Context: an optimization exercise on an open-source flow, tuned for small area, a short achievable clock period and few clock cycles. The choices shown serve that exercise and are no tape-out recipe. The RTL was checked by simulation tests, not by an equivalence proof against the original design. No activity file was given, so power comes from the tool's default toggle rates.

===== design/flow/flow/run.sh =====
#!/bin/bash
# Standard synthesis, then the standard layout with stronger port buffers
# and timing repair aimed below the design's clock period.
set -euo pipefail
bash standard.sh synth > synth.log 2>&1
bash standard.sh "BUFFER_PORTS_ARGS=-buffer_cell sky130_fd_sc_hd__buf_4" "SETUP_SLACK_MARGIN=8.0" finish > layout.log 2>&1

===== design/flow/standard.sh =====
#!/bin/bash
# synth_recipe.tcl (not shown) runs the flow's synth.tcl, then flattens the netlist and writes it again
# the make line also repeats each setting of config.mk as NAME=value (left out here)
make -C /OpenROAD-flow-scripts/flow DESIGN_CONFIG=/design/flow/config.mk WORK_HOME=/design/flow/orfs CLKGATE_MAP_FILE= SYNTH_SCRIPT=/design/flow/synth_recipe.tcl "${@:-finish}"

===== design/flow/config.mk =====
export PLATFORM = sky130hd
export DESIGN_NAME = m1
export DESIGN_NICKNAME = m1
export VERILOG_FILES = /design/flow/design.v
export SDC_FILE = /design/flow/constraint.sdc
export NUM_CORES = 4
export LEC_CHECK = 0
export CAP_MARGIN = 20
export CORE_MARGIN = 2
export CORE_UTILIZATION = 40
export CTS_BUF_LIST = sky130_fd_sc_hd__clkbuf_16
export CTS_CLUSTER_DIAMETER = 90
export CTS_CLUSTER_SIZE = 22
export SLEW_MARGIN = 20

===== design/flow/constraint.sdc =====
create_clock -name core_clock -period 12.0 [get_ports {Clock}]
set_input_delay 2.4000 -clock core_clock [delete_from_list [all_inputs] [get_ports {Clock}]]
set_output_delay 2.4000 -clock core_clock [all_outputs]
set_load 0.01 [all_outputs]

===== design/flow/design.v =====
`timescale 1ns/100ps
`default_nettype none
module m1(
input logic Clock,
input logic StartBit,
input logic Resetn,
input logic [15:0] ReadData,
output logic [15:0] WriteData,
output logic [17:0] SRAM_Address,
output logic Wen,
output logic StopBit
);
localparam logic [17:0] U_BASE   = 18'd38400;
localparam logic [17:0] V_BASE   = 18'd57600;
localparam logic [17:0] RGB_BASE = 18'd146944;
logic        run;
logic [4:0]  p;        
logic [15:0] S;        
logic [7:0]  col;      
logic [17:0] Wa;       
logic        w5, w6;   
logic        wr;       
logic        f0, f1, f157, f158, f159, quirk;    
logic        start;    
assign Wen = ~wr;
always_ff @(posedge Clock or negedge Resetn) begin
	if (~Resetn) begin
		run <= 1'b0;
		start <= 1'b0;
		p <= 5'b00001;
		S <= 16'd0;
		col <= 8'd156;
		Wa <= RGB_BASE;
		w5 <= 1'b0;
		w6 <= 1'b0;
		f0 <= 1'b0;
		f1 <= 1'b0;
		f157 <= 1'b0;
		f158 <= 1'b0;
		f159 <= 1'b0;
		quirk <= 1'b0;
		SRAM_Address <= 18'd0;
		wr <= 1'b0;
		StopBit <= 1'b0;
	end else if (~run) begin
		start <= StartBit;
		if (start && ~StopBit) begin
			run <= 1'b1;
			SRAM_Address <= U_BASE;
		end
	end else begin
		p <= {p[3:0], p[4]};
		wr <= 1'b0;
		if (p[0] | p[2] | p[3]) begin
			SRAM_Address <= Wa;
			if (p[0] ? w6 : w5) begin
				wr <= 1'b1;
				Wa <= Wa + 18'd1;
			end
		end
		if (p[1]) begin
			SRAM_Address <= {2'b00, S - 16'd4};
			if (wr && (&SRAM_Address)) begin
				StopBit <= 1'b1;
				run <= 1'b0;
			end
		end
		if (p[4]) begin
			S <= S + 16'd1;
			col <= f159 ? 8'd0 : col + 8'd1;
			f0 <= f159;
			f1 <= f0;
			f157 <= (col == 8'd156);
			f158 <= f157;
			f159 <= f158;
			quirk <= (S == 16'd5);
			if (S == 16'd4) w5 <= 1'b1;
			if (S == 16'd5) w6 <= 1'b1;
			SRAM_Address <= (S[0] ? U_BASE + 18'd1 : V_BASE) + {3'b000, S[15:1]};
		end
	end
end
logic [7:0] ur [0:5];
logic [7:0] vr [0:5];
logic [15:0] upend;
logic [7:0]  vpend;
wire ins = run & p[2];
always_ff @(posedge Clock) begin
	for (int k = 0; k < 5; k++) begin
		ur[k] <= ur[k+1];
		vr[k] <= vr[k+1];
	end
	ur[5] <= ur[0];
	vr[5] <= vr[0];
	if (ins) begin
		ur[0] <= S[0] ? upend[15:8] : upend[7:0];
		vr[0] <= S[0] ? ReadData[15:8] : vpend;
	end
	if (ins & ~S[0]) upend <= ReadData;
	if (ins & S[0]) vpend <= ReadData[7:0];
end
logic [7:0] w [0:5];
always_comb begin
	if (p[3]) for (int k = 0; k < 6; k++) w[k] = ur[5-k];
	else      for (int k = 0; k < 6; k++) w[k] = vr[(10-k) % 6];
end
logic [7:0] a1, b1, a2, b2, a3, b3;
always_comb begin
	a1 = w[2];
	b1 = f159 ? w[2] : w[3];
	a2 = f0 ? w[2] : w[1];
	b2 = f159 ? w[2] : f158 ? w[3] : w[4];
	a3 = f0 ? w[2] : f1 ? w[1] : w[0];
	b3 = f159 ? w[2] : f158 ? w[3] : (f157 || quirk) ? w[4] : w[5];
end
logic [8:0] s1, s2, s3;
always_ff @(posedge Clock) begin
	s1 <= a1 + b1;
	s2 <= a2 + b2;
	s3 <= a3 + b3;
end
wire [8:0] io;
wire [10:0] io3;
m1_interp u_interp(.Clock(Clock), .s1(s1), .s2(s2), .s3(s3), .o(io), .o3(io3));
logic [8:0] uo;     
always_ff @(posedge Clock) uo <= io;
logic [7:0] yb, yl;
always_ff @(posedge Clock) begin
	yb <= p[4] ? ReadData[15:8] : yl;
	if (p[4]) yl <= ReadData[7:0];
end
wire [7:0] ue = ur[1];
wire [7:0] ve = vr[1];
wire [8:0] eu = {ue[7], ~ue[7], ue[6:0]};
wire [8:0] ev = {ve[7], ~ve[7], ve[6:0]};
wire [8:0] xu = p[0] ? eu : uo;
wire [22:0] xt;
m1_yterm u_yterm(.Y(yb), .T(xt));
logic [22:0] pt;
logic [8:0] pu, pv;
logic [10:0] pu3, pv3;
always_ff @(posedge Clock) begin
	pt <= xt;
	pu <= xu;
	pu3 <= {xu, 1'b0} + {2'b00, xu};
	if (p[0]) begin
		pv <= ev;
		pv3 <= {ev, 1'b0} + {2'b00, ev};
	end else begin
		pv <= io;
		pv3 <= io3;
	end
end
wire [7:0] rr, gg, bb;
m1_pix u_pix(.Clock(Clock), .T(pt), .U(pu), .U3(pu3), .V(pv), .V3(pv3), .R(rr), .G(gg), .B(bb));
logic [7:0]  bh;
logic [15:0] gbh;
always_ff @(posedge Clock) begin
	bh <= bb;
	if (p[3]) gbh <= {gg, bb};
	if (p[2])      WriteData <= {rr, gg};
	else if (p[3]) WriteData <= {bh, rr};
	else           WriteData <= gbh;
end
endmodule
module m1_yterm(
input logic [7:0] Y,
output logic [24:2] T
);
wire yt_1 = Y[0] ^ Y[3];
wire yt_2 = Y[0] & Y[3];
wire yt_3 = Y[1] ^ Y[4];
wire yt_4 = Y[1] & Y[4];
wire yt_5 = Y[2] ^ Y[5];
wire yt_6 = Y[2] & Y[5];
wire yt_7 = Y[0] ^ Y[2];
wire yt_8 = Y[0] & Y[2];
wire yt_9 = Y[1] ^ Y[3] ^ Y[5];
wire yt_10 = (Y[1] & Y[3]) | (Y[1] & Y[5]) | (Y[3] & Y[5]);
wire yt_11 = Y[2] ^ Y[4] ^ Y[6];
wire yt_12 = (Y[2] & Y[4]) | (Y[2] & Y[6]) | (Y[4] & Y[6]);
wire yt_13 = Y[5] ^ Y[7] ^ yt_1;
wire yt_14 = (Y[5] & Y[7]) | (Y[5] & yt_1) | (Y[7] & yt_1);
wire yt_15 = Y[6] ^ yt_2 ^ yt_3;
wire yt_16 = (Y[6] & yt_2) | (Y[6] & yt_3) | (yt_2 & yt_3);
wire yt_17 = Y[7] ^ yt_4 ^ yt_5;
wire yt_18 = (Y[7] & yt_4) | (Y[7] & yt_5) | (yt_4 & yt_5);
wire yt_19 = Y[3] ^ Y[6] ^ yt_6;
wire yt_20 = (Y[3] & Y[6]) | (Y[3] & yt_6) | (Y[6] & yt_6);
wire yt_21 = Y[4] ^ Y[7];
wire yt_22 = Y[4] & Y[7];
wire yt_23 = Y[0] ^ Y[2];
wire yt_24 = Y[0] & Y[2];
wire yt_25 = ~1'b0 ^ Y[1] ^ Y[3];
wire yt_26 = (~1'b0 & Y[1]) | (~1'b0 & Y[3]) | (Y[1] & Y[3]);
wire yt_27 = ~1'b0 ^ Y[4] ^ yt_7;
wire yt_28 = (~1'b0 & Y[4]) | (~1'b0 & yt_7) | (Y[4] & yt_7);
wire yt_29 = ~1'b0 ^ yt_8 ^ yt_9;
wire yt_30 = (~1'b0 & yt_8) | (~1'b0 & yt_9) | (yt_8 & yt_9);
wire yt_31 = ~1'b0 ^ yt_10 ^ yt_11;
wire yt_32 = (~1'b0 & yt_10) | (~1'b0 & yt_11) | (yt_10 & yt_11);
wire yt_33 = ~1'b0 ^ yt_12 ^ yt_13;
wire yt_34 = (~1'b0 & yt_12) | (~1'b0 & yt_13) | (yt_12 & yt_13);
wire yt_35 = ~1'b0 ^ yt_14 ^ yt_15;
wire yt_36 = (~1'b0 & yt_14) | (~1'b0 & yt_15) | (yt_14 & yt_15);
wire yt_37 = ~1'b0 ^ yt_16 ^ yt_17;
wire yt_38 = (~1'b0 & yt_16) | (~1'b0 & yt_17) | (yt_16 & yt_17);
wire yt_39 = ~1'b0 ^ yt_18 ^ yt_19;
wire yt_40 = (~1'b0 & yt_18) | (~1'b0 & yt_19) | (yt_18 & yt_19);
wire yt_41 = ~1'b0 ^ yt_21 ^ yt_20;
wire yt_42 = (~1'b0 & yt_21) | (~1'b0 & yt_20) | (yt_21 & yt_20);
wire yt_43 = ~1'b0 ^ Y[5] ^ yt_22;
wire yt_44 = (~1'b0 & Y[5]) | (~1'b0 & yt_22) | (Y[5] & yt_22);
wire yt_45 = ~1'b0 ^ Y[6];
wire yt_46 = ~1'b0 & Y[6];
wire yt_47 = ~1'b0 ^ Y[7];
wire yt_48 = ~1'b0 & Y[7];
wire [24:0] yt_a = {yt_48, yt_46, yt_44, yt_42, yt_40, yt_38, yt_36, yt_34, yt_32, yt_30, yt_28, yt_26, yt_24, yt_23, ~1'b0, Y[0], ~Y[6], ~Y[5], ~Y[4], ~Y[3], ~Y[2], ~Y[1], ~1'b0, 1'b0, 1'b0};
wire [24:0] yt_b = {~1'b0, yt_47, yt_45, yt_43, yt_41, yt_39, yt_37, yt_35, yt_33, yt_31, yt_29, yt_27, yt_25, ~1'b0, Y[1], ~Y[7], 1'b0, 1'b0, 1'b0, 1'b0, 1'b0, 1'b0, ~Y[0], 1'b0, 1'b0};
wire [24:0] yts = yt_a + yt_b;
assign T = yts[24:2];
endmodule
module m1_pix(
input logic Clock,
input logic [24:2] T,
input logic [8:0] U,
input logic [10:0] U3,
input logic [8:0] V,
input logic [10:0] V3,
output logic [7:0] R,
output logic [7:0] G,
output logic [7:0] B
);
wire r_1 = T[8] ^ V[1];
wire r_2 = T[8] & V[1];
wire r_3 = T[9] ^ V[2];
wire r_4 = T[9] & V[2];
wire r_5 = T[10] ^ V[3] ^ V[6];
wire r_6 = (T[10] & V[3]) | (T[10] & V[6]) | (V[3] & V[6]);
wire r_7 = T[11] ^ V3[0] ^ V[4];
wire r_8 = (T[11] & V3[0]) | (T[11] & V[4]) | (V3[0] & V[4]);
wire r_9 = T[12] ^ V3[1];
wire r_10 = T[12] & V3[1];
wire r_11 = T[15] ^ V3[0];
wire r_12 = T[15] & V3[0];
wire r_13 = T[6] ^ V[2];
wire r_14 = T[6] & V[2];
wire r_15 = T[7] ^ V[0] ^ V[3];
wire r_16 = (T[7] & V[0]) | (T[7] & V[3]) | (V[0] & V[3]);
wire r_17 = V[4] ^ V3[8] ^ r_1;
wire r_18 = (V[4] & V3[8]) | (V[4] & r_1) | (V3[8] & r_1);
wire r_19 = V[5] ^ V3[9] ^ r_2;
wire r_20 = (V[5] & V3[9]) | (V[5] & r_2) | (V3[9] & r_2);
wire r_21 = V3[10] ^ r_4 ^ r_5;
wire r_22 = (V3[10] & r_4) | (V3[10] & r_5) | (r_4 & r_5);
wire r_23 = V[7] ^ r_6 ^ r_7;
wire r_24 = (V[7] & r_6) | (V[7] & r_7) | (r_6 & r_7);
wire r_25 = V[5] ^ V[8] ^ r_9;
wire r_26 = (V[5] & V[8]) | (V[5] & r_9) | (V[8] & r_9);
wire r_27 = T[13] ^ V3[2] ^ V[6];
wire r_28 = (T[13] & V3[2]) | (T[13] & V[6]) | (V3[2] & V[6]);
wire r_29 = T[14] ^ V3[3] ^ V[7];
wire r_30 = (T[14] & V3[3]) | (T[14] & V[7]) | (V3[3] & V[7]);
wire r_31 = V3[4] ^ V[8] ^ r_11;
wire r_32 = (V3[4] & V[8]) | (V3[4] & r_11) | (V[8] & r_11);
wire r_33 = T[16] ^ V3[1] ^ V3[5];
wire r_34 = (T[16] & V3[1]) | (T[16] & V3[5]) | (V3[1] & V3[5]);
wire r_35 = T[17] ^ V3[2];
wire r_36 = T[17] & V3[2];
wire r_37 = T[18] ^ V3[3] ^ V3[7];
wire r_38 = (T[18] & V3[3]) | (T[18] & V3[7]) | (V3[3] & V3[7]);
wire r_39 = T[19] ^ V3[4];
wire r_40 = T[19] & V3[4];
wire r_41 = T[20] ^ V3[5] ^ V3[9];
wire r_42 = (T[20] & V3[5]) | (T[20] & V3[9]) | (V3[5] & V3[9]);
wire r_43 = T[21] ^ V3[6];
wire r_44 = T[21] & V3[6];
wire r_45 = T[22] ^ V3[7];
wire r_46 = T[22] & V3[7];
wire r_47 = T[4] ^ V[0];
wire r_48 = T[4] & V[0];
wire r_49 = T[5] ^ V[1] ^ V3[5];
wire r_50 = (T[5] & V[1]) | (T[5] & V3[5]) | (V[1] & V3[5]);
wire r_51 = ~1'b0 ^ V3[6] ^ r_13;
wire r_52 = (~1'b0 & V3[6]) | (~1'b0 & r_13) | (V3[6] & r_13);
wire r_53 = V3[7] ^ r_14 ^ r_15;
wire r_54 = (V3[7] & r_14) | (V3[7] & r_15) | (r_14 & r_15);
wire r_55 = ~1'b0 ^ r_16 ^ r_17;
wire r_56 = (~1'b0 & r_16) | (~1'b0 & r_17) | (r_16 & r_17);
wire r_57 = r_3 ^ r_18 ^ r_19;
wire r_58 = (r_3 & r_18) | (r_3 & r_19) | (r_18 & r_19);
wire r_59 = ~1'b0 ^ r_20 ^ r_21;
wire r_60 = (~1'b0 & r_20) | (~1'b0 & r_21) | (r_20 & r_21);
wire r_61 = ~1'b0 ^ r_22 ^ r_23;
wire r_62 = (~1'b0 & r_22) | (~1'b0 & r_23) | (r_22 & r_23);
wire r_63 = r_8 ^ r_25 ^ r_24;
wire r_64 = (r_8 & r_25) | (r_8 & r_24) | (r_25 & r_24);
wire r_65 = r_10 ^ r_27 ^ r_26;
wire r_66 = (r_10 & r_27) | (r_10 & r_26) | (r_27 & r_26);
wire r_67 = ~1'b0 ^ r_28 ^ r_29;
wire r_68 = (~1'b0 & r_28) | (~1'b0 & r_29) | (r_28 & r_29);
wire r_69 = ~1'b0 ^ r_30 ^ r_31;
wire r_70 = (~1'b0 & r_30) | (~1'b0 & r_31) | (r_30 & r_31);
wire r_71 = r_12 ^ r_33 ^ r_32;
wire r_72 = (r_12 & r_33) | (r_12 & r_32) | (r_33 & r_32);
wire r_73 = V3[6] ^ r_35 ^ r_34;
wire r_74 = (V3[6] & r_35) | (V3[6] & r_34) | (r_35 & r_34);
wire r_75 = ~1'b0 ^ r_36 ^ r_37;
wire r_76 = (~1'b0 & r_36) | (~1'b0 & r_37) | (r_36 & r_37);
wire r_77 = V3[8] ^ r_39 ^ r_38;
wire r_78 = (V3[8] & r_39) | (V3[8] & r_38) | (r_39 & r_38);
wire r_79 = ~1'b0 ^ r_40 ^ r_41;
wire r_80 = (~1'b0 & r_40) | (~1'b0 & r_41) | (r_40 & r_41);
wire r_81 = V3[10] ^ r_43 ^ r_42;
wire r_82 = (V3[10] & r_43) | (V3[10] & r_42) | (r_43 & r_42);
wire r_83 = ~1'b0 ^ r_44 ^ r_45;
wire r_84 = (~1'b0 & r_44) | (~1'b0 & r_45) | (r_44 & r_45);
wire r_85 = T[23] ^ V3[8] ^ r_46;
wire r_86 = (T[23] & V3[8]) | (T[23] & r_46) | (V3[8] & r_46);
wire r_87 = T[24] ^ V3[9];
wire r_88 = T[24] & V3[9];
wire r_89 = ~1'b0 ^ V3[10];
wire r_90 = ~1'b0 & V3[10];
wire [26:0] r_a = {r_90, r_88, r_86, r_84, r_82, r_80, r_78, r_76, r_74, r_72, r_70, r_68, r_66, r_64, r_62, r_60, r_58, r_56, r_54, r_52, r_50, r_48, r_47, T[3], T[2], V3[1], V3[0]};
wire [26:0] r_b = {~1'b0, r_89, r_87, r_85, r_83, r_81, r_79, r_77, r_75, r_73, r_71, r_69, r_67, r_65, r_63, r_61, r_59, r_57, r_55, r_53, r_51, r_49, V3[4], V3[3], V3[2], 1'b0, 1'b0};
wire [16:0] r_lo = {1'b0, r_a[15:0]} + {1'b0, r_b[15:0]};
logic [26:16] r_ha, r_hb;
logic r_c;
always_ff @(posedge Clock) begin
	r_ha <= r_a[26:16];
	r_hb <= r_b[26:16];
	r_c <= r_lo[16];
end
wire [26:16] r_s = r_ha + r_hb + {{(10){1'b0}}, r_c};
wire [26:16] r_f = r_s;
assign R = r_f[26] ? 8'd0 : (|r_f[25:24]) ? 8'd255 : r_f[23:16];
wire g_1 = ~1'b0 ^ ~U3[2];
wire g_2 = ~1'b0 & ~U3[2];
wire g_3 = 1'b0 ^ U3[3] ^ V[1];
wire g_4 = (1'b0 & U3[3]) | (1'b0 & V[1]) | (U3[3] & V[1]);
wire g_5 = ~U3[4] ^ ~V[2];
wire g_6 = ~U3[4] & ~V[2];
wire g_7 = 1'b0 ^ U3[5] ^ V[3];
wire g_8 = (1'b0 & U3[5]) | (1'b0 & V[3]) | (U3[5] & V[3]);
wire g_9 = ~1'b0 ^ ~U3[6];
wire g_10 = ~1'b0 & ~U3[6];
wire g_11 = ~U[0] ^ ~U3[7];
wire g_12 = ~U[0] & ~U3[7];
wire g_13 = 1'b0 ^ U[1] ^ U3[8];
wire g_14 = (1'b0 & U[1]) | (1'b0 & U3[8]) | (U[1] & U3[8]);
wire g_15 = U[2] ^ U3[9] ^ V[0];
wire g_16 = (U[2] & U3[9]) | (U[2] & V[0]) | (U3[9] & V[0]);
wire g_17 = U3[0] ^ U[3] ^ U3[10];
wire g_18 = (U3[0] & U[3]) | (U3[0] & U3[10]) | (U[3] & U3[10]);
wire g_19 = ~V[1] ^ ~V[8];
wire g_20 = ~V[1] & ~V[8];
wire g_21 = U3[1] ^ U[4] ^ V3[0];
wire g_22 = (U3[1] & U[4]) | (U3[1] & V3[0]) | (U[4] & V3[0]);
wire g_23 = T[14] ^ ~V[2];
wire g_24 = T[14] & ~V[2];
wire g_25 = 1'b0 ^ U3[2] ^ U[5];
wire g_26 = (1'b0 & U3[2]) | (1'b0 & U[5]) | (U3[2] & U[5]);
wire g_27 = ~T[15] ^ V3[1] ^ V[3];
wire g_28 = (~T[15] & V3[1]) | (~T[15] & V[3]) | (V3[1] & V[3]);
wire g_29 = 1'b0 ^ U3[3] ^ U[6];
wire g_30 = (1'b0 & U3[3]) | (1'b0 & U[6]) | (U3[3] & U[6]);
wire g_31 = ~T[16] ^ V3[2] ^ V[4];
wire g_32 = (~T[16] & V3[2]) | (~T[16] & V[4]) | (V3[2] & V[4]);
wire g_33 = U3[4] ^ U[7] ^ V3[3];
wire g_34 = (U3[4] & U[7]) | (U3[4] & V3[3]) | (U[7] & V3[3]);
wire g_35 = T[17] ^ ~V[5];
wire g_36 = T[17] & ~V[5];
wire g_37 = U3[5] ^ U[8] ^ V3[4];
wire g_38 = (U3[5] & U[8]) | (U3[5] & V3[4]) | (U[8] & V3[4]);
wire g_39 = T[18] ^ ~V[6];
wire g_40 = T[18] & ~V[6];
wire g_41 = 1'b0 ^ U3[6] ^ V3[5];
wire g_42 = (1'b0 & U3[6]) | (1'b0 & V3[5]) | (U3[6] & V3[5]);
wire g_43 = T[19] ^ ~V[7];
wire g_44 = T[19] & ~V[7];
wire g_45 = 1'b0 ^ U3[7] ^ V3[6];
wire g_46 = (1'b0 & U3[7]) | (1'b0 & V3[6]) | (U3[7] & V3[6]);
wire g_47 = T[20] ^ ~V[8];
wire g_48 = T[20] & ~V[8];
wire g_49 = 1'b0 ^ U3[8] ^ V3[7];
wire g_50 = (1'b0 & U3[8]) | (1'b0 & V3[7]) | (U3[8] & V3[7]);
wire g_51 = ~1'b0 ^ ~U3[9];
wire g_52 = ~1'b0 & ~U3[9];
wire g_53 = ~1'b0 ^ ~U3[10];
wire g_54 = ~1'b0 & ~U3[10];
wire g_55 = ~1'b0 ^ ~U3[0];
wire g_56 = ~1'b0 & ~U3[0];
wire g_57 = ~U3[1] ^ ~V[4];
wire g_58 = ~U3[1] & ~V[4];
wire g_59 = ~T[5] ^ V[0] ^ V[5];
wire g_60 = (~T[5] & V[0]) | (~T[5] & V[5]) | (V[0] & V[5]);
wire g_61 = T[6] ^ ~V[6] ^ g_2;
wire g_62 = (T[6] & ~V[6]) | (T[6] & g_2) | (~V[6] & g_2);
wire g_63 = T[7] ^ ~V[7] ^ g_5;
wire g_64 = (T[7] & ~V[7]) | (T[7] & g_5) | (~V[7] & g_5);
wire g_65 = T[8] ^ ~V[8] ^ g_6;
wire g_66 = (T[8] & ~V[8]) | (T[8] & g_6) | (~V[8] & g_6);
wire g_67 = T[9] ^ ~V[4] ^ g_9;
wire g_68 = (T[9] & ~V[4]) | (T[9] & g_9) | (~V[4] & g_9);
wire g_69 = T[10] ^ g_10 ^ g_11;
wire g_70 = (T[10] & g_10) | (T[10] & g_11) | (g_10 & g_11);
wire g_71 = T[11] ^ ~V[6] ^ g_12;
wire g_72 = (T[11] & ~V[6]) | (T[11] & g_12) | (~V[6] & g_12);
wire g_73 = V[7] ^ g_14 ^ g_15;
wire g_74 = (V[7] & g_14) | (V[7] & g_15) | (g_14 & g_15);
wire g_75 = T[13] ^ g_19 ^ ~g_16;
wire g_76 = (T[13] & g_19) | (T[13] & ~g_16) | (g_19 & ~g_16);
wire g_77 = g_20 ^ g_23 ^ ~g_18;
wire g_78 = (g_20 & g_23) | (g_20 & ~g_18) | (g_23 & ~g_18);
wire g_79 = g_22 ^ g_25 ^ g_27;
wire g_80 = (g_22 & g_25) | (g_22 & g_27) | (g_25 & g_27);
wire g_81 = g_26 ^ g_28 ^ g_29;
wire g_82 = (g_26 & g_28) | (g_26 & g_29) | (g_28 & g_29);
wire g_83 = g_30 ^ g_32 ^ g_33;
wire g_84 = (g_30 & g_32) | (g_30 & g_33) | (g_32 & g_33);
wire g_85 = g_36 ^ g_39 ^ ~g_34;
wire g_86 = (g_36 & g_39) | (g_36 & ~g_34) | (g_39 & ~g_34);
wire g_87 = g_40 ^ g_43 ^ ~g_38;
wire g_88 = (g_40 & g_43) | (g_40 & ~g_38) | (g_43 & ~g_38);
wire g_89 = g_44 ^ g_47 ^ ~g_42;
wire g_90 = (g_44 & g_47) | (g_44 & ~g_42) | (g_47 & ~g_42);
wire g_91 = T[21] ^ g_48 ^ ~g_46;
wire g_92 = (T[21] & g_48) | (T[21] & ~g_46) | (g_48 & ~g_46);
wire g_93 = T[22] ^ ~V3[8] ^ g_51;
wire g_94 = (T[22] & ~V3[8]) | (T[22] & g_51) | (~V3[8] & g_51);
wire g_95 = T[23] ^ g_52 ^ g_53;
wire g_96 = (T[23] & g_52) | (T[23] & g_53) | (g_52 & g_53);
wire g_97 = 1'b0 ^ ~T[24] ^ V3[10];
wire g_98 = (1'b0 & ~T[24]) | (1'b0 & V3[10]) | (~T[24] & V3[10]);
wire g_99 = T[3] ^ g_55;
wire g_100 = T[3] & g_55;
wire g_101 = T[4] ^ g_56 ^ g_57;
wire g_102 = (T[4] & g_56) | (T[4] & g_57) | (g_56 & g_57);
wire g_103 = g_58 ^ g_1 ^ ~g_59;
wire g_104 = (g_58 & g_1) | (g_58 & ~g_59) | (g_1 & ~g_59);
wire g_105 = g_60 ^ g_3 ^ ~g_61;
wire g_106 = (g_60 & g_3) | (g_60 & ~g_61) | (g_3 & ~g_61);
wire g_107 = ~g_4 ^ g_62 ^ g_63;
wire g_108 = (~g_4 & g_62) | (~g_4 & g_63) | (g_62 & g_63);
wire g_109 = ~g_7 ^ g_64 ^ g_65;
wire g_110 = (~g_7 & g_64) | (~g_7 & g_65) | (g_64 & g_65);
wire g_111 = ~g_8 ^ g_66 ^ g_67;
wire g_112 = (~g_8 & g_66) | (~g_8 & g_67) | (g_66 & g_67);
wire g_113 = ~V[5] ^ g_68 ^ g_69;
wire g_114 = (~V[5] & g_68) | (~V[5] & g_69) | (g_68 & g_69);
wire g_115 = ~g_13 ^ g_70 ^ g_71;
wire g_116 = (~g_13 & g_70) | (~g_13 & g_71) | (g_70 & g_71);
wire g_117 = T[12] ^ g_72 ^ ~g_73;
wire g_118 = (T[12] & g_72) | (T[12] & ~g_73) | (g_72 & ~g_73);
wire g_119 = g_17 ^ g_74 ^ ~g_75;
wire g_120 = (g_17 & g_74) | (g_17 & ~g_75) | (g_74 & ~g_75);
wire g_121 = ~g_21 ^ g_76 ^ g_77;
wire g_122 = (~g_21 & g_76) | (~g_21 & g_77) | (g_76 & g_77);
wire g_123 = g_24 ^ g_78 ^ ~g_79;
wire g_124 = (g_24 & g_78) | (g_24 & ~g_79) | (g_78 & ~g_79);
wire g_125 = g_31 ^ g_80 ^ g_81;
wire g_126 = (g_31 & g_80) | (g_31 & g_81) | (g_80 & g_81);
wire g_127 = ~g_35 ^ g_82 ^ g_83;
wire g_128 = (~g_35 & g_82) | (~g_35 & g_83) | (g_82 & g_83);
wire g_129 = g_37 ^ g_84 ^ ~g_85;
wire g_130 = (g_37 & g_84) | (g_37 & ~g_85) | (g_84 & ~g_85);
wire g_131 = ~g_41 ^ g_86 ^ g_87;
wire g_132 = (~g_41 & g_86) | (~g_41 & g_87) | (g_86 & g_87);
wire g_133 = ~g_45 ^ g_88 ^ g_89;
wire g_134 = (~g_45 & g_88) | (~g_45 & g_89) | (g_88 & g_89);
wire g_135 = ~g_49 ^ g_90 ^ g_91;
wire g_136 = (~g_49 & g_90) | (~g_49 & g_91) | (g_90 & g_91);
wire g_137 = ~g_50 ^ g_92 ^ g_93;
wire g_138 = (~g_50 & g_92) | (~g_50 & g_93) | (g_92 & g_93);
wire g_139 = ~V3[9] ^ g_94 ^ g_95;
wire g_140 = (~V3[9] & g_94) | (~V3[9] & g_95) | (g_94 & g_95);
wire g_141 = g_54 ^ ~g_97 ^ g_96;
wire g_142 = (g_54 & ~g_97) | (g_54 & g_96) | (~g_97 & g_96);
wire [26:0] g_a = {~1'b0, g_142, g_140, g_138, g_136, g_134, g_132, ~g_130, ~g_128, ~g_126, g_124, g_122, ~g_120, g_118, g_116, g_114, g_112, g_110, g_108, ~g_106, g_104, g_102, g_100, g_99, T[2], ~V[1], ~1'b0};
wire [26:0] g_b = {1'b0, ~g_98, g_141, g_139, g_137, g_135, g_133, g_131, ~g_129, ~g_127, ~g_125, g_123, g_121, ~g_119, g_117, g_115, g_113, g_111, g_109, g_107, ~g_105, g_103, g_101, ~V[3], ~V[2], 1'b0, ~V[0]};
wire [16:0] g_lo = {1'b0, g_a[15:0]} + {1'b0, g_b[15:0]};
logic [26:16] g_ha, g_hb;
logic g_c;
always_ff @(posedge Clock) begin
	g_ha <= g_a[26:16];
	g_hb <= g_b[26:16];
	g_c <= g_lo[16];
end
wire [26:16] g_s = g_ha + g_hb + {{(10){1'b0}}, g_c};
wire [26:16] g_f = g_s;
assign G = g_f[26] ? 8'd0 : (|g_f[25:24]) ? 8'd255 : g_f[23:16];
wire b_1 = T[8] ^ U[1];
wire b_2 = T[8] & U[1];
wire b_3 = T[9] ^ U[2];
wire b_4 = T[9] & U[2];
wire b_5 = T[10] ^ U[0] ^ U[3];
wire b_6 = (T[10] & U[0]) | (T[10] & U[3]) | (U[0] & U[3]);
wire b_7 = U3[7] ^ U3[10];
wire b_8 = U3[7] & U3[10];
wire b_9 = T[11] ^ U[1] ^ U[4];
wire b_10 = (T[11] & U[1]) | (T[11] & U[4]) | (U[1] & U[4]);
wire b_11 = T[12] ^ U[2];
wire b_12 = T[12] & U[2];
wire b_13 = T[13] ^ U[3];
wire b_14 = T[13] & U[3];
wire b_15 = T[14] ^ U[4];
wire b_16 = T[14] & U[4];
wire b_17 = T[15] ^ U[5];
wire b_18 = T[15] & U[5];
wire b_19 = T[6] ^ U3[3];
wire b_20 = T[6] & U3[3];
wire b_21 = T[7] ^ U[0] ^ U3[4];
wire b_22 = (T[7] & U[0]) | (T[7] & U3[4]) | (U[0] & U3[4]);
wire b_23 = U3[5] ^ U3[8] ^ b_1;
wire b_24 = (U3[5] & U3[8]) | (U3[5] & b_1) | (U3[8] & b_1);
wire b_25 = U3[6] ^ U3[9] ^ b_2;
wire b_26 = (U3[6] & U3[9]) | (U3[6] & b_2) | (U3[9] & b_2);
wire b_27 = b_4 ^ b_7 ^ b_5;
wire b_28 = (b_4 & b_7) | (b_4 & b_5) | (b_7 & b_5);
wire b_29 = U3[8] ^ b_8 ^ b_6;
wire b_30 = (U3[8] & b_8) | (U3[8] & b_6) | (b_8 & b_6);
wire b_31 = U[5] ^ U3[9] ^ b_11;
wire b_32 = (U[5] & U3[9]) | (U[5] & b_11) | (U3[9] & b_11);
wire b_33 = U[6] ^ U3[10] ^ b_12;
wire b_34 = (U[6] & U3[10]) | (U[6] & b_12) | (U3[10] & b_12);
wire b_35 = U[7] ^ b_14 ^ b_15;
wire b_36 = (U[7] & b_14) | (U[7] & b_15) | (b_14 & b_15);
wire b_37 = U[8] ^ b_16 ^ b_17;
wire b_38 = (U[8] & b_16) | (U[8] & b_17) | (b_16 & b_17);
wire b_39 = T[16] ^ U[6];
wire b_40 = T[16] & U[6];
wire b_41 = T[17] ^ U[0];
wire b_42 = T[17] & U[0];
wire b_43 = T[18] ^ U[1];
wire b_44 = T[18] & U[1];
wire b_45 = T[19] ^ U[2];
wire b_46 = T[19] & U[2];
wire b_47 = T[3] ^ U3[0];
wire b_48 = T[3] & U3[0];
wire b_49 = T[4] ^ U3[1] ^ U3[4];
wire b_50 = (T[4] & U3[1]) | (T[4] & U3[4]) | (U3[1] & U3[4]);
wire b_51 = T[5] ^ U3[2] ^ U3[5];
wire b_52 = (T[5] & U3[2]) | (T[5] & U3[5]) | (U3[2] & U3[5]);
wire b_53 = ~1'b0 ^ U3[6] ^ b_19;
wire b_54 = (~1'b0 & U3[6]) | (~1'b0 & b_19) | (U3[6] & b_19);
wire b_55 = U3[7] ^ b_20 ^ b_21;
wire b_56 = (U3[7] & b_20) | (U3[7] & b_21) | (b_20 & b_21);
wire b_57 = ~1'b0 ^ b_22 ^ b_23;
wire b_58 = (~1'b0 & b_22) | (~1'b0 & b_23) | (b_22 & b_23);
wire b_59 = b_3 ^ b_24 ^ b_25;
wire b_60 = (b_3 & b_24) | (b_3 & b_25) | (b_24 & b_25);
wire b_61 = ~1'b0 ^ b_26 ^ b_27;
wire b_62 = (~1'b0 & b_26) | (~1'b0 & b_27) | (b_26 & b_27);
wire b_63 = b_9 ^ b_28 ^ b_29;
wire b_64 = (b_9 & b_28) | (b_9 & b_29) | (b_28 & b_29);
wire b_65 = b_10 ^ b_30 ^ b_31;
wire b_66 = (b_10 & b_30) | (b_10 & b_31) | (b_30 & b_31);
wire b_67 = b_13 ^ b_32 ^ b_33;
wire b_68 = (b_13 & b_32) | (b_13 & b_33) | (b_32 & b_33);
wire b_69 = ~1'b0 ^ b_34 ^ b_35;
wire b_70 = (~1'b0 & b_34) | (~1'b0 & b_35) | (b_34 & b_35);
wire b_71 = ~1'b0 ^ b_36 ^ b_37;
wire b_72 = (~1'b0 & b_36) | (~1'b0 & b_37) | (b_36 & b_37);
wire b_73 = b_18 ^ b_39 ^ b_38;
wire b_74 = (b_18 & b_39) | (b_18 & b_38) | (b_39 & b_38);
wire b_75 = U[7] ^ b_40 ^ b_41;
wire b_76 = (U[7] & b_40) | (U[7] & b_41) | (b_40 & b_41);
wire b_77 = U[8] ^ b_42 ^ b_43;
wire b_78 = (U[8] & b_42) | (U[8] & b_43) | (b_42 & b_43);
wire b_79 = ~1'b0 ^ b_44 ^ b_45;
wire b_80 = (~1'b0 & b_44) | (~1'b0 & b_45) | (b_44 & b_45);
wire b_81 = T[20] ^ U[3] ^ b_46;
wire b_82 = (T[20] & U[3]) | (T[20] & b_46) | (U[3] & b_46);
wire b_83 = ~1'b0 ^ T[21] ^ U[4];
wire b_84 = (~1'b0 & T[21]) | (~1'b0 & U[4]) | (T[21] & U[4]);
wire b_85 = ~1'b0 ^ T[22] ^ U[5];
wire b_86 = (~1'b0 & T[22]) | (~1'b0 & U[5]) | (T[22] & U[5]);
wire b_87 = ~1'b0 ^ T[23] ^ U[6];
wire b_88 = (~1'b0 & T[23]) | (~1'b0 & U[6]) | (T[23] & U[6]);
wire b_89 = ~1'b0 ^ T[24] ^ U[7];
wire b_90 = (~1'b0 & T[24]) | (~1'b0 & U[7]) | (T[24] & U[7]);
wire [26:0] b_a = {~1'b0, b_90, b_88, b_86, b_84, b_82, b_80, b_78, b_76, b_74, b_72, b_70, b_68, b_66, b_64, b_62, b_60, b_58, b_56, b_54, b_52, b_50, b_48, b_47, T[2], U3[1], U3[0]};
wire [26:0] b_b = {1'b0, U[8], b_89, b_87, b_85, b_83, b_81, b_79, b_77, b_75, b_73, b_71, b_69, b_67, b_65, b_63, b_61, b_59, b_57, b_55, b_53, b_51, b_49, U3[3], U3[2], 1'b0, 1'b0};
wire [16:0] b_lo = {1'b0, b_a[15:0]} + {1'b0, b_b[15:0]};
logic [26:16] b_ha, b_hb;
logic b_c;
always_ff @(posedge Clock) begin
	b_ha <= b_a[26:16];
	b_hb <= b_b[26:16];
	b_c <= b_lo[16];
end
wire [26:16] b_s = b_ha + b_hb + {{(10){1'b0}}, b_c};
wire [26:16] b_f = b_s;
assign B = b_f[26] ? 8'd0 : (|b_f[25:24]) ? 8'd255 : b_f[23:16];
endmodule
module m1_interp(
input logic Clock,
input logic [8:0] s1,
input logic [8:0] s2,
input logic [8:0] s3,
output logic [8:0] o,
output logic [10:0] o3
);
wire ip_1 = s1[0] ^ s1[2];
wire ip_2 = s1[0] & s1[2];
wire ip_3 = s1[1] ^ s1[3];
wire ip_4 = s1[1] & s1[3];
wire ip_5 = s1[0] ^ s2[1];
wire ip_6 = s1[0] & s2[1];
wire ip_7 = 1'b0 ^ s1[6] ^ s2[0];
wire ip_8 = (1'b0 & s1[6]) | (1'b0 & s2[0]) | (s1[6] & s2[0]);
wire ip_9 = s1[1] ^ s2[2] ^ s3[2];
wire ip_10 = (s1[1] & s2[2]) | (s1[1] & s3[2]) | (s2[2] & s3[2]);
wire ip_11 = 1'b0 ^ s1[7] ^ s2[1];
wire ip_12 = (1'b0 & s1[7]) | (1'b0 & s2[1]) | (s1[7] & s2[1]);
wire ip_13 = s2[3] ^ s3[3] ^ s3[5];
wire ip_14 = (s2[3] & s3[3]) | (s2[3] & s3[5]) | (s3[3] & s3[5]);
wire ip_15 = s3[7] ^ ip_1;
wire ip_16 = s3[7] & ip_1;
wire ip_17 = s1[8] ^ s2[2] ^ s2[6];
wire ip_18 = (s1[8] & s2[2]) | (s1[8] & s2[6]) | (s2[2] & s2[6]);
wire ip_19 = s2[4] ^ s3[4] ^ s3[6];
wire ip_20 = (s2[4] & s3[4]) | (s2[4] & s3[6]) | (s3[4] & s3[6]);
wire ip_21 = s3[8] ^ ip_2 ^ ip_3;
wire ip_22 = (s3[8] & ip_2) | (s3[8] & ip_3) | (ip_2 & ip_3);
wire ip_23 = ~1'b0 ^ s1[2] ^ s1[4];
wire ip_24 = (~1'b0 & s1[2]) | (~1'b0 & s1[4]) | (s1[2] & s1[4]);
wire ip_25 = s2[3] ^ ~s2[5] ^ s2[7];
wire ip_26 = (s2[3] & ~s2[5]) | (s2[3] & s2[7]) | (~s2[5] & s2[7]);
wire ip_27 = s3[5] ^ s3[7] ^ ip_4;
wire ip_28 = (s3[5] & s3[7]) | (s3[5] & ip_4) | (s3[7] & ip_4);
wire ip_29 = ~1'b0 ^ s1[3] ^ s1[5];
wire ip_30 = (~1'b0 & s1[3]) | (~1'b0 & s1[5]) | (s1[3] & s1[5]);
wire ip_31 = s2[4] ^ ~s2[6] ^ s2[8];
wire ip_32 = (s2[4] & ~s2[6]) | (s2[4] & s2[8]) | (~s2[6] & s2[8]);
wire ip_33 = s3[6] ^ s3[8];
wire ip_34 = s3[6] & s3[8];
wire ip_35 = s1[4] ^ s1[6] ^ s2[7];
wire ip_36 = (s1[4] & s1[6]) | (s1[4] & s2[7]) | (s1[6] & s2[7]);
wire ip_37 = s1[5] ^ s1[7];
wire ip_38 = s1[5] & s1[7];
wire ip_39 = ~1'b0 ^ ~s1[2];
wire ip_40 = ~1'b0 & ~s1[2];
wire ip_41 = ~s1[3] ^ ~s2[1];
wire ip_42 = ~s1[3] & ~s2[1];
wire ip_43 = s1[4] ^ ~s2[0] ^ s2[2];
wire ip_44 = (s1[4] & ~s2[0]) | (s1[4] & s2[2]) | (~s2[0] & s2[2]);
wire ip_45 = s3[0] ^ s3[2];
wire ip_46 = s3[0] & s3[2];
wire ip_47 = s1[5] ^ s2[3] ^ ~s3[1];
wire ip_48 = (s1[5] & s2[3]) | (s1[5] & ~s3[1]) | (s2[3] & ~s3[1]);
wire ip_49 = s3[3] ^ s3[5] ^ ip_5;
wire ip_50 = (s3[3] & s3[5]) | (s3[3] & ip_5) | (s3[5] & ip_5);
wire ip_51 = s3[4] ^ s3[6] ^ ip_6;
wire ip_52 = (s3[4] & s3[6]) | (s3[4] & ip_6) | (s3[6] & ip_6);
wire ip_53 = s2[4] ^ ip_7 ^ ~ip_9;
wire ip_54 = (s2[4] & ip_7) | (s2[4] & ~ip_9) | (ip_7 & ~ip_9);
wire ip_55 = s2[5] ^ ip_8 ^ ip_11;
wire ip_56 = (s2[5] & ip_8) | (s2[5] & ip_11) | (ip_8 & ip_11);
wire ip_57 = ip_10 ^ ip_13 ^ ip_15;
wire ip_58 = (ip_10 & ip_13) | (ip_10 & ip_15) | (ip_13 & ip_15);
wire ip_59 = ip_12 ^ ~ip_14 ^ ip_17;
wire ip_60 = (ip_12 & ~ip_14) | (ip_12 & ip_17) | (~ip_14 & ip_17);
wire ip_61 = ip_19 ^ ip_16 ^ ip_21;
wire ip_62 = (ip_19 & ip_16) | (ip_19 & ip_21) | (ip_16 & ip_21);
wire ip_63 = ~ip_18 ^ ip_20 ^ ip_23;
wire ip_64 = (~ip_18 & ip_20) | (~ip_18 & ip_23) | (ip_20 & ip_23);
wire ip_65 = ~ip_25 ^ ip_22 ^ ip_27;
wire ip_66 = (~ip_25 & ip_22) | (~ip_25 & ip_27) | (ip_22 & ip_27);
wire ip_67 = ip_33 ^ ip_24 ^ ip_29;
wire ip_68 = (ip_33 & ip_24) | (ip_33 & ip_29) | (ip_24 & ip_29);
wire ip_69 = ip_26 ^ ip_31 ^ ~ip_28;
wire ip_70 = (ip_26 & ip_31) | (ip_26 & ~ip_28) | (ip_31 & ~ip_28);
wire ip_71 = s3[7] ^ ip_34 ^ ip_30;
wire ip_72 = (s3[7] & ip_34) | (s3[7] & ip_30) | (ip_34 & ip_30);
wire ip_73 = s2[5] ^ ip_32 ^ ~ip_35;
wire ip_74 = (s2[5] & ip_32) | (s2[5] & ~ip_35) | (ip_32 & ~ip_35);
wire ip_75 = 1'b0 ^ s2[6] ^ ~s2[8];
wire ip_76 = (1'b0 & s2[6]) | (1'b0 & ~s2[8]) | (s2[6] & ~s2[8]);
wire ip_77 = s3[8] ^ ip_37 ^ ip_36;
wire ip_78 = (s3[8] & ip_37) | (s3[8] & ip_36) | (ip_37 & ip_36);
wire ip_79 = ~1'b0 ^ s1[6] ^ s1[8];
wire ip_80 = (~1'b0 & s1[6]) | (~1'b0 & s1[8]) | (s1[6] & s1[8]);
wire ip_81 = ~s2[7] ^ ip_38;
wire ip_82 = ~s2[7] & ip_38;
wire ip_83 = ~1'b0 ^ ~s2[8];
wire ip_84 = ~1'b0 & ~s2[8];
wire ip_85 = s3[0] ^ s3[2];
wire ip_86 = s3[0] & s3[2];
wire ip_87 = s3[1] ^ s3[3] ^ ip_40;
wire ip_88 = (s3[1] & s3[3]) | (s3[1] & ip_40) | (s3[3] & ip_40);
wire ip_89 = s3[4] ^ ip_45 ^ ip_42;
wire ip_90 = (s3[4] & ip_45) | (s3[4] & ip_42) | (ip_45 & ip_42);
wire ip_91 = ~ip_46 ^ ip_44 ^ ip_47;
wire ip_92 = (~ip_46 & ip_44) | (~ip_46 & ip_47) | (ip_44 & ip_47);
wire ip_93 = ~ip_48 ^ ip_50 ^ ip_51;
wire ip_94 = (~ip_48 & ip_50) | (~ip_48 & ip_51) | (ip_50 & ip_51);
wire ip_95 = ~ip_52 ^ ip_54 ^ ip_55;
wire ip_96 = (~ip_52 & ip_54) | (~ip_52 & ip_55) | (ip_54 & ip_55);
wire ip_97 = ip_56 ^ ip_59 ^ ~ip_58;
wire ip_98 = (ip_56 & ip_59) | (ip_56 & ~ip_58) | (ip_59 & ~ip_58);
wire ip_99 = ip_63 ^ ip_62 ^ ip_65;
wire ip_100 = (ip_63 & ip_62) | (ip_63 & ip_65) | (ip_62 & ip_65);
wire ip_101 = ip_64 ^ ip_67 ^ ip_66;
wire ip_102 = (ip_64 & ip_67) | (ip_64 & ip_66) | (ip_67 & ip_66);
wire ip_103 = ip_68 ^ ip_71 ^ ~ip_73;
wire ip_104 = (ip_68 & ip_71) | (ip_68 & ~ip_73) | (ip_71 & ~ip_73);
wire ip_105 = ~ip_75 ^ ip_72 ^ ip_77;
wire ip_106 = (~ip_75 & ip_72) | (~ip_75 & ip_77) | (ip_72 & ip_77);
wire ip_107 = ip_79 ^ ip_81 ^ ip_78;
wire ip_108 = (ip_79 & ip_81) | (ip_79 & ip_78) | (ip_81 & ip_78);
wire ip_109 = s1[7] ^ ip_83 ^ ip_80;
wire ip_110 = (s1[7] & ip_83) | (s1[7] & ip_80) | (ip_83 & ip_80);
wire ip_111 = s1[8] ^ ip_84;
wire ip_112 = s1[8] & ip_84;
wire ip_113 = ~1'b0 ^ ~s1[0];
wire ip_114 = ~1'b0 & ~s1[0];
wire ip_115 = ~s1[1] ^ s3[1];
wire ip_116 = ~s1[1] & s3[1];
wire ip_117 = ~s2[0] ^ ip_85 ^ ip_39;
wire ip_118 = (~s2[0] & ip_85) | (~s2[0] & ip_39) | (ip_85 & ip_39);
wire ip_119 = ip_86 ^ ip_41 ^ ip_87;
wire ip_120 = (ip_86 & ip_41) | (ip_86 & ip_87) | (ip_41 & ip_87);
wire ip_121 = ~ip_43 ^ ip_88 ^ ip_89;
wire ip_122 = (~ip_43 & ip_88) | (~ip_43 & ip_89) | (ip_88 & ip_89);
wire ip_123 = ip_90 ^ ip_49 ^ ~ip_91;
wire ip_124 = (ip_90 & ip_49) | (ip_90 & ~ip_91) | (ip_49 & ~ip_91);
wire ip_125 = ip_92 ^ ip_53 ^ ~ip_93;
wire ip_126 = (ip_92 & ip_53) | (ip_92 & ~ip_93) | (ip_53 & ~ip_93);
wire ip_127 = ip_57 ^ ip_94 ^ ~ip_95;
wire ip_128 = (ip_57 & ip_94) | (ip_57 & ~ip_95) | (ip_94 & ~ip_95);
wire ip_129 = ~ip_61 ^ ip_96 ^ ip_97;
wire ip_130 = (~ip_61 & ip_96) | (~ip_61 & ip_97) | (ip_96 & ip_97);
wire ip_131 = ip_60 ^ ip_98 ^ ~ip_99;
wire ip_132 = (ip_60 & ip_98) | (ip_60 & ~ip_99) | (ip_98 & ~ip_99);
wire ip_133 = ~ip_69 ^ ip_100 ^ ip_101;
wire ip_134 = (~ip_69 & ip_100) | (~ip_69 & ip_101) | (ip_100 & ip_101);
wire ip_135 = ~ip_70 ^ ip_103 ^ ip_102;
wire ip_136 = (~ip_70 & ip_103) | (~ip_70 & ip_102) | (ip_103 & ip_102);
wire ip_137 = ~ip_74 ^ ip_105 ^ ip_104;
wire ip_138 = (~ip_74 & ip_105) | (~ip_74 & ip_104) | (ip_105 & ip_104);
wire ip_139 = ~ip_76 ^ ip_106 ^ ip_107;
wire ip_140 = (~ip_76 & ip_106) | (~ip_76 & ip_107) | (ip_106 & ip_107);
wire ip_141 = ip_82 ^ ip_109 ^ ip_108;
wire ip_142 = (ip_82 & ip_109) | (ip_82 & ip_108) | (ip_109 & ip_108);
wire ip_143 = ~1'b0 ^ ip_111 ^ ip_110;
wire ip_144 = (~1'b0 & ip_111) | (~1'b0 & ip_110) | (ip_111 & ip_110);
wire ip_145 = ~1'b0 ^ ip_112;
wire ip_146 = ~1'b0 & ip_112;
wire [16:0] ip_a = {ip_144, ip_142, ip_140, ip_138, ip_136, ip_134, ~ip_132, ~ip_130, ip_128, ~ip_126, ip_124, ip_122, ip_120, ip_118, ip_116, ip_114, ip_113};
wire [16:0] ip_b = {ip_145, ip_143, ip_141, ip_139, ip_137, ip_135, ip_133, ~ip_131, ~ip_129, ip_127, ~ip_125, ip_123, ip_121, ip_119, ip_117, ip_115, s3[0]};
wire [10:0] ip_lo = {1'b0, ip_a[9:0]} + {1'b0, ip_b[9:0]};
logic [16:10] ip_ha, ip_hb;
logic ip_c;
logic [9:8] ip_l;
always_ff @(posedge Clock) begin
	ip_ha <= ip_a[16:10];
	ip_hb <= ip_b[16:10];
	ip_c <= ip_lo[10];
	ip_l <= ip_lo[9:8];
end
wire [16:10] ip_s = ip_ha + ip_hb + {{(6){1'b0}}, ip_c};
wire [16:8] ip_f = {ip_s, ip_l};
assign o = ip_f;
assign o3 = {o, 1'b0} + {2'b00, o};
endmodule

==> run notes, run 1 <==
- Syn nets: between 2k and 3k
- Util after Layout: 0.439
- Crit-path cells: buf_4
- Post-synthesis sequential area ratio: 0.387
- Sw Ratio: 0.213
- Die W: approximately 250 um
- Asr flop ratio synth: 0.179
- Pint: 1880 uW
- Crit-path max cell delay: 0.49 ns
- Crit path DAT: 1.24 ns
- Min Hold Slack: 0.347 ns
- Syn Std Cell Area: 0.0246 mm^2
- DR vias: 16.1k
- Placeable Area: 0.0606 mm^2
- Status: finished clean
- Layout cells sized above 1: 0.0747
- Synth Area in Simple Gates: 0.0739
- Vias per Instance: ~5.0
- Gate power share: 0.009
- Post-route DRC: 0
- Commonest non-fill, non-tap cell in the layout: inv_1
- Pins Over Slew Limit: 0
- Post-synth EDFFs: 48
- Layout Skew: between 0.02 and 0.025 ns
- Setup Buffers After CTS: 0
- Post-synthesis mux area share: 0.0501
- Drt pass-1 iters: 7
- Seq cells post-synth: 431
- Nets: 2859
- CTS HTree Levels: 1
- Top_reg_cell synth: dfxtp_1
- FP Rows: 90
- First-pass GRT wire length: 89100 um
- Synth Area in Adders: 0.264
- Clock power frac: 0.379
- Reg power frac: 0.613
- DP HPWL: 45000 um
- Clock root cell: clkbuf_16
- Final count of negative-setup-slack endpoints: 0
- Setup slack after layout: roughly 8.4 ns
- # resized after CTS: 0
- Fin crit share: 0.304
- Sink Count: 431
- Max-capacitance violation count: 0
- Vias in the first global route: 16.3k
- CTS buffer count: 25
- CP Class: flop to primary output
- All-layer global routing usage: 0.178
- Commonest non-fill, non-tap cells in the layout: inv_1, dfxtp_1, ha_1
- Largest net degree at the start of global routing: 78
- Mean post-synth cell area: 10.3 um^2
- Cells after Synth: 2379
- CP Launch Type: flop
- Yosys warns: 6
- Final Hold Viols: 0
- IO Pins: 55
- Critical path endpoint category: primary output
- PD cells: 89.7 mW/mm^2
- Final antenna-violating net count: 0
- WL/cell: 17.3 um
- I/O Buffers: 54
- Layout Area Growth over Synthesis: 8.35%
- Largest delay share family, worst path: flip-flops
- Chip height: 252 um
- Fill count: 5689
- Switching Power: 509 uW
- CTS tree: done
- Compound-gate portion of the synthesized area: 0.104
- Worst skew pair latency: 0.58 ns
- Worst endpoint required time: roughly 9.6 ns
- CTS Hold Buffers Added: 0
- Main combinational cell family by area after synthesis: adder cells
- HP Start: ur[0][5]$_DFF_P_
- Max transition margin: 0.352
- HP Class: flop to flop
- Synth cell types: 70
- Setup Total Neg Slack: 0 ns
- Maximum vdd drop: 0.0970 mV
- Crit Path Max Fanout: 3
- CP Launch Point: SRAM_Address[9]$_DFFE_PN0P_
- Tmin final: roughly 3.6 ns
- Post-synthesis xor/xnor area fraction: 0.0474
- FMAX: 0.275 GHz
- Initial DRC Count: 951
- Max Buffers Root-to-Sink: 3
- Dpl ws: 8.48 ns
- CP Buf/Inv Count: 1
- Worst Max-Slew Pin Slew: 0.959 ns
- CP max stage cell: dfrtp_1
- RSZ-0062 raised after global routing: no
- Initial core utilization: 0.406
- P_leak: 0.0123 uW
- GR Overflow Total: 0
- ANT cells: 0
- Reg clk slew, reported paths: 0.09 ns
- Reg-to-Reg Start: pv3[0]$_DFF_P_
- Initial antenna violation count: 4
- Die area: between 0.06 and 0.07 mm^2
- Placer Congestion: 0.884
- Aggregate routed wire length: 55500 um
-- Yosys cell counts (8+ instances only) --
library cell  count  area (um^2)
o31a_1           10         87.6
a211oi_1         13         97.6
inv_1           429         1610
o21bai_1         14          105
xnor2_1          93          815
nor4_1           12         75.1
dfrtp_1          66         1650
mux4_2            9          203
o21ai_0         108          541
a21o_1           40          300
mux2i_1          51          510
clkbuf_1         43          161
nand4_1          15         93.8
nor2_1          121          454
or2_2             9         56.3
a21oi_1         121          606
and3_1           12         75.1
edfxtp_1         48         1440
o21a_1           15          113
mux2_2           46          518
xor2_1           40          350
ha_1            257         3220
nor3_1           22          110
nand2b_1         14         87.6
o211ai_1          9         67.6
dfstp_2          11          289
o22ai_1           9         56.3
dfxtp_1         306         6130
nor2b_1          15         93.8
nand2_1         128          480
nand3_1          25          125
fa_1            163         3260
o31ai_1           8         60.1
-- power by group through the flow --
stage / Clock (uW) / Sequential (uW) / Combinational (uW)
2_1_floorplan: 0 / 1500 / 3.11
3_3_place_gp: 0 / 1500 / 20.7
3_5_place_dp: 0 / 1500 / 20.9
4_1_cts: 930 / 1460 / 21.0
5_1_grt: 987 / 1460 / 22.7
6_report: 904 / 1460 / 20.4
-- state kept, by name (all words and copies together) (netlist names), 9 cells and up --
name,flops
S,16
SRAM_Address,18
Wa,18
WriteData,16
gbh,16
pt,23
pu3,11
pv3,11
s1,9
s2,9
s3,9
u_pix.b_ha,10
u_pix.b_hb,10
u_pix.g_ha,10
u_pix.g_hb,10
u_pix.r_ha,11
u_pix.r_hb,10
uo,9
upend,16
ur,48
vr,48
-- worst paths after layout --
kind / to / slack, ns / cells after the start
setup reg to reg: u_pix.g_c$_DFF_P_ / 8.44 / 12
hold / removal: ur[5][5]$_DFF_P_ / 0.35 / 0
setup / recovery: SRAM_Address[9] / 8.36 / 1
hold reg to reg: ur[5][5]$_DFF_P_ / 0.35 / 0
min in group asynchronous: p[3]$_DFFE_PN0P_ / 1.84 / 1
max in group asynchronous: p[3]$_DFFE_PN0P_ / 9.64 / 1
-- worst reg2reg max path: stages (launching register included) --
cell     delay [ns]
dfxtp_1        0.57
inv_1          0.22
fa_1           0.55
inv_1          0.05
fa_1           0.38
fa_1           0.51
inv_1          0.04
ha_1           0.29
a21o_1         0.19
a21o_1         0.17
a21oi_1        0.23
o31ai_1        0.11
and2_1         0.16
-- area by class of cell --
class                           instances  area, um^2  share of cell area
Multi-Input combinational cell       1465       13300               0.498
Sequential cell                       431        9510               0.357
Inverter                              430        1610              0.0606
Tap cell                              782         978              0.0367
Clock buffer                           25         626              0.0235
Timing Repair Buffer                   67         507              0.0190
Clock inverter                         17         133             0.00498
-- cells by family after synthesis --
| kind of cell | count (synthesis) |
|---|---|
| AND/OR/NAND/NOR | 396 |
| multiplexers | 106 |
| adder cells (fa/ha/maj) | 420 |
| flip-flops | 431 |
| AO/OA/AOI/OAI | 410 |
| buffers and inverters | 483 |
| XOR/XNOR | 133 |
-- metrics by stage --
stage | area (um^2) | power [uW] | instances
after floorplan | 24600 | 1500 | 2379
after global placement | 25900 | 1520 | 3175
after detailed placement | 25900 | 1520 | 3175
after CTS | 26600 | 2420 | 3217
after global routing | 26600 | 2470 | 3217
final | 26600 | 2390 | 3217
-- per-layer routing --
| layer | global-route usage | part of all wire | wire [um] | vias to the layer above |
|---|---|---|---|---|
| met5 | 0 | 0.00041 | 23 | - |
| met4 | 0.0450 | 0.024 | 1360 | 4 |
| met3 | 0.0205 | 0.033 | 1860 | 66 |
| met2 | 0.289 | 0.46 | 25600 | 242 |
| met1 | 0.252 | 0.48 | 26700 | 7888 |
| li1 | - | - | - | 7917 |
Testbench counts, summed over its fixed seeds: cycles 1,152,174.
==> run 2: changes to the inputs <==
--- a/design/flow/design.v
+++ b/design/flow/design.v
@@ -41,3 +41,2 @@
 		quirk <= 1'b0;
-		SRAM_Address <= 18'd0;
 		wr <= 1'b0;
@@ -46,6 +45,3 @@
 		start <= StartBit;
-		if (start && ~StopBit) begin
-			run <= 1'b1;
-			SRAM_Address <= U_BASE;
-		end
+		if (start && ~StopBit) run <= 1'b1;
 	end else begin
@@ -54,3 +50,2 @@
 		if (p[0] | p[2] | p[3]) begin
-			SRAM_Address <= Wa;
 			if (p[0] ? w6 : w5) begin
@@ -61,3 +56,2 @@
 		if (p[1]) begin
-			SRAM_Address <= {2'b00, S - 16'd4};
 			if (wr && (&SRAM_Address)) begin
@@ -78,3 +72,2 @@
 			if (S == 16'd5) w6 <= 1'b1;
-			SRAM_Address <= (S[0] ? U_BASE + 18'd1 : V_BASE) + {3'b000, S[15:1]};
 		end
@@ -82,2 +75,8 @@
 end
+always_ff @(posedge Clock) begin
+	if (~run) SRAM_Address <= U_BASE;
+	else if (p[0] | p[2] | p[3]) SRAM_Address <= Wa;
+	else if (p[1]) SRAM_Address <= {2'b00, S - 16'd4};
+	else SRAM_Address <= (S[0] ? U_BASE + 18'd1 : V_BASE) + {3'b000, S[15:1]};
+end
 logic [7:0] ur [0:5];
==> run 2 against run 1 <==
Still clean on timing, DRC and antenna. Clock-buffer cell count unchanged. Cell count increased by 3.0%. Sequential share of layout area decreased by 0.79 points. Cell area increased by 1.3%. Register-to-register slack got worse by 0.17 ns. Critical path type is now flop to flop. Largest cell class unchanged.
==> run notes, run 2 <==
- Cells after Synth: 2424 (was 2379)
- Compound-gate portion of the synthesized area: 0.111 (was 0.104)
- First-pass GRT wire length: 92600 um (was 89100 um)
- Largest delay share family, worst path: compound AO/OA/AOI/OAI gates (was flip-flops)
- Largest net degree at the start of global routing: 60 (was 78)
- CP Buf/Inv Count: 2 (was 1)
- Setup Buffers After CTS: 0 (unchanged)
- Cell Count, Final, Fillers Out: 3313 (was 3217)
- IO Pins: 55 (unchanged)
- Placeable Area: 0.0616 mm^2 (was 0.0606 mm^2)
- Sw Ratio: 0.214 (was 0.213)
- I/O Buffers: 54 (unchanged)
- Commonest non-fill, non-tap cells in the layout: inv_1, dfxtp_1, ha_1 (unchanged)
- Mean post-synth cell area: 10.3 um^2 (about the same)
- All-layer global routing usage: 0.184 (was 0.178)
- RSZ-0062 raised after global routing: yes (was no)
- Drt pass-1 iters: 5 (was 7)
- CP Class: flop to flop (was flop to primary output)
- Worst Max-Slew Pin Slew: 0.960 ns (was 0.959 ns)
- Util after Layout: 0.438 (was 0.439)
- Dominant cells by area after synthesis: dfxtp_1, fa_1, ha_1 (unchanged)
- Syn Std Cell Area: 0.0248 mm^2 (was 0.0246 mm^2)
- WL/cell: 17.4 um (was 17.3 um)
- Post-synthesis mux area share: 0.0490 (was 0.0501)
- Pint: 1890 uW (was 1880 uW)
- Post-synthesis sequential area ratio: 0.379 (was 0.387)
- Clock root cell: clkbuf_16 (unchanged)
- Synth Area in Simple Gates: 0.0820 (was 0.0739)
- Clock power frac: 0.392 (was 0.379)
- Status: finished clean (unchanged)
- Synth cell types: 75 (was 70)
- Initial antenna violation count: 6 (was 4)
- Fill count: 5850 (was 5689)
- Crit Path Max Fanout: 47 (was 3)
- Final count of negative-setup-slack endpoints: 0 (unchanged)
- GR Overflow Total: 0 (unchanged)
- Initial core utilization: 0.403 (was 0.406)
- Inst Count DP: 3267 (was 3175)
- PD cells: 89.4 mW/mm^2 (was 89.7 mW/mm^2)
- CTS tree: done (unchanged)
- Final antenna-violating net count: 0 (unchanged)
- Crit-path cells: buf_6 > mux2i_1 > inv_1 > nand2_1 > o21ai_0 > ha_1 > a21o_1 > a21oi_1 > nor2b_1 > o21a_1 > o41ai_1 > xnor2_1 (was buf_4)
- DP HPWL: 46400 um (was 45000 um)
- CP Launch Type: flop (unchanged)
- Final Hold Viols: 0 (unchanged)
- Critical path endpoint category: flop (was primary output)
- Crit-path max cell delay: 0.79 ns (was 0.49 ns)
- Die W: 253 um (was 252 um)
- HP Class: flop to flop (unchanged)
- Maximum vdd drop: 0.0981 mV (was 0.0970 mV)
- CTS buffer count: 25 (unchanged)
- Biggest regs: ur (48), vr (48), pt (23) (unchanged)
- CP max stage cell: dfrtp_4 (was dfrtp_1)
- Crit path DAT: 4.26 ns (was 1.24 ns)
- Synth Area in Adders: 0.261 (was 0.264)
- Top_reg_cell synth: dfxtp_1 (unchanged)
- Main combinational cell family by area after synthesis: adder cells (unchanged)
- Post-synth EDFFs: 48 (unchanged)
- Min Hold Slack: 0.347 ns (about the same)
- Placer Congestion: 0.907 (was 0.884)
- Initial DRC Count: 788 (was 951)
- DR vias: 16.6k (was 16.1k)
- P_leak: 0.0123 uW (about the same)
- Asr flop ratio synth: 0.137 (was 0.179)
- Share of the synthesized area in the top cell type: 0.261 (was 0.249)
- Layout cells sized above 1: 0.0784 (was 0.0747)
- Yosys warns: 6 (unchanged)
- Gate power share: 0.004 (was 0.009)
- Nets: 2896 (was 2859)
- FMAX: 0.268 GHz (was 0.275 GHz)
- Syn nets: 2863 (was 2818)
- Die area: 0.0641 mm^2 (was 0.0634 mm^2)
- Pins Over Slew Limit: 0 (unchanged)
- Max-capacitance violation count: 0 (unchanged)
- Chip height: 253 um (was 252 um)
- Most frequent cell after synthesis: inv_1 (unchanged)
- Vias in the first global route: 17.0k (was 16.3k)
- Most instantiated cells after synthesis: inv_1, dfxtp_1, ha_1, fa_1, nand2_1 (unchanged)
- Max Buffers Root-to-Sink: 3 (unchanged)
- Layout Skew: 0.0316 ns (was 0.0239 ns)
- Sink Count: 431 (unchanged)
- Max transition margin: 0.360 (was 0.352)
- Commonest non-fill, non-tap cell in the layout: inv_1 (unchanged)
- Tmin final: 3.73 ns (was 3.64 ns)
- Reg clk slew, reported paths: 0.10 ns (was 0.09 ns)
- Fin crit share: 0.311 (was 0.304)
- Layout Area Growth over Synthesis: 8.54% (was 8.35%)
- CTS HTree Levels: 1 (unchanged)
- Setup Total Neg Slack: 0 ns (unchanged)
- Post-synthesis xor/xnor area fraction: 0.0441 (was 0.0474)
- Seq cells post-synth: 431 (unchanged)
- Cell taking the most area after synthesis: dfxtp_1 (unchanged)
- Vias per Instance: 5.00 (was 5.01)
- Reg power frac: 0.604 (was 0.613)
- Post-route DRC: 0 (unchanged)
- Switching Power: 517 uW (was 509 uW)
- Worst endpoint required time: 12.52 ns (was 9.60 ns)
- Aggregate routed wire length: 57700 um (was 55500 um)
- Worst skew pair latency: 0.60 ns (was 0.58 ns)
- FP Rows: 91 (was 90)
## run 2: layout make-up
class | count | area [um^2] | share of cell area
multi-input combinational | 1506 | 13600 | 0.504
sequential | 431 | 9420 | 0.349
inverter | 429 | 1610 | 0.0598
tap | 837 | 1050 | 0.0388
clock buffer | 25 | 626 | 0.0232
timing repair buffer | 64 | 484 | 0.0180
clock inverter | 20 | 175 | 0.00650
antenna | 1 | 2.50 | 0.0000928
## run 2: path summary, 6_finish.rpt
| path | startpoint | end | slack, ns | depth (start not counted) |
|---|---|---|---|---|
| setup reg to reg | p[3]$_DFFE_PN0P_ | s2[7]$_DFF_P_ | 8.27 | 12 |
| min in group asynchronous | Resetn | f157$_DFFE_PN0P_ | 1.86 | 1 |
| setup / recovery | p[3]$_DFFE_PN0P_ | s2[7]$_DFF_P_ | 8.27 | 12 |
| max in group asynchronous | Resetn | p[3]$_DFFE_PN0P_ | 9.53 | 1 |
| hold / removal | vr[2][4]$_DFF_P_ | vr[1][4]$_DFF_P_ | 0.35 | 0 |
| hold reg to reg | vr[2][4]$_DFF_P_ | vr[1][4]$_DFF_P_ | 0.35 | 0 |
## run 2: per-layer routing
metal  routed length [um]  global-route usage  vias to the layer above
met5                    0                   0                        -
met4                 1520              0.0517                        0
met3                 2180              0.0243                       76
met2                28500               0.327                      295
met1                25500               0.233                     8024
li1                     -                   -                     8155
## run 2: metrics by stage
step | area (um^2) | worst slack, ns | power (uW)
after floorplan | 24800 | 8.40 | 1490
after global placement | 26200 | 8.19 | 1500
after detailed placement | 26200 | 8.13 | 1500
after CTS | 27000 | 8.11 | 2440
after global routing | 27000 | 7.96 | 2490
final | 27000 | 8.27 | 2410
## run 2: cell families (layout without fill, tap and decap cells)
family                   count (synthesis)  count (layout)
buffers and inverters                  487             538
AO/OA/AOI/OAI                          433             433
flip-flops                             431             431
AND/OR/NAND/NOR                        423             423
adder cells (fa/ha/maj)                420             420
XOR/XNOR                               125             125
multiplexers                           105             105
other                                    0               1
## run 2: power by group through the flow
| stage | clock network, uW | logic [uW] | registers [uW] |
|---|---|---|---|
| after floorplan | 0 | 0.534 | 1490 |
| after global placement | 0 | 10.9 | 1490 |
| after detailed placement | 0 | 11.2 | 1490 |
| after CTS | 972 | 11.3 | 1460 |
| after global routing | 1020 | 12.2 | 1460 |
| final | 945 | 10.7 | 1460 |
## run 2: timing repair
| item | 4_1_cts | 5_1_grt |
|---|---|---|
| hold buffers | 0 | 0 |
| setup endpoints to repair | 0 | 7 |
| gates resized for setup | 0 | 2 |
Testbench counts of run 2, summed over its fixed seeds: cycles 1,152,174.

==> what the ideal ports hide <==
How much do the figures lean on ideal ports? The routed layouts below were timed once more, with nothing changed but the port constraints. Step 1 assumes that a clkbuf_16 drives the clock port and a buf_2 every other input. Step 2 also shifts input and output timing later by t, the mid clock arrival at the registers, as if the neighbouring blocks saw the same clock. Three values: ideal, step 1, step 2; two values: the first two.
| run | t (ns) | slack for setup (ns) | pins driven straight from the clock port |
|---|---|---|---|
| run 1 | 0.625 | 8.357 / 8.300 / 8.439 | 1 |
| run 2 | 0.655 | 8.265 / 8.265 / 8.265 | 1 |
After both steps every run listed still meets setup and hold.
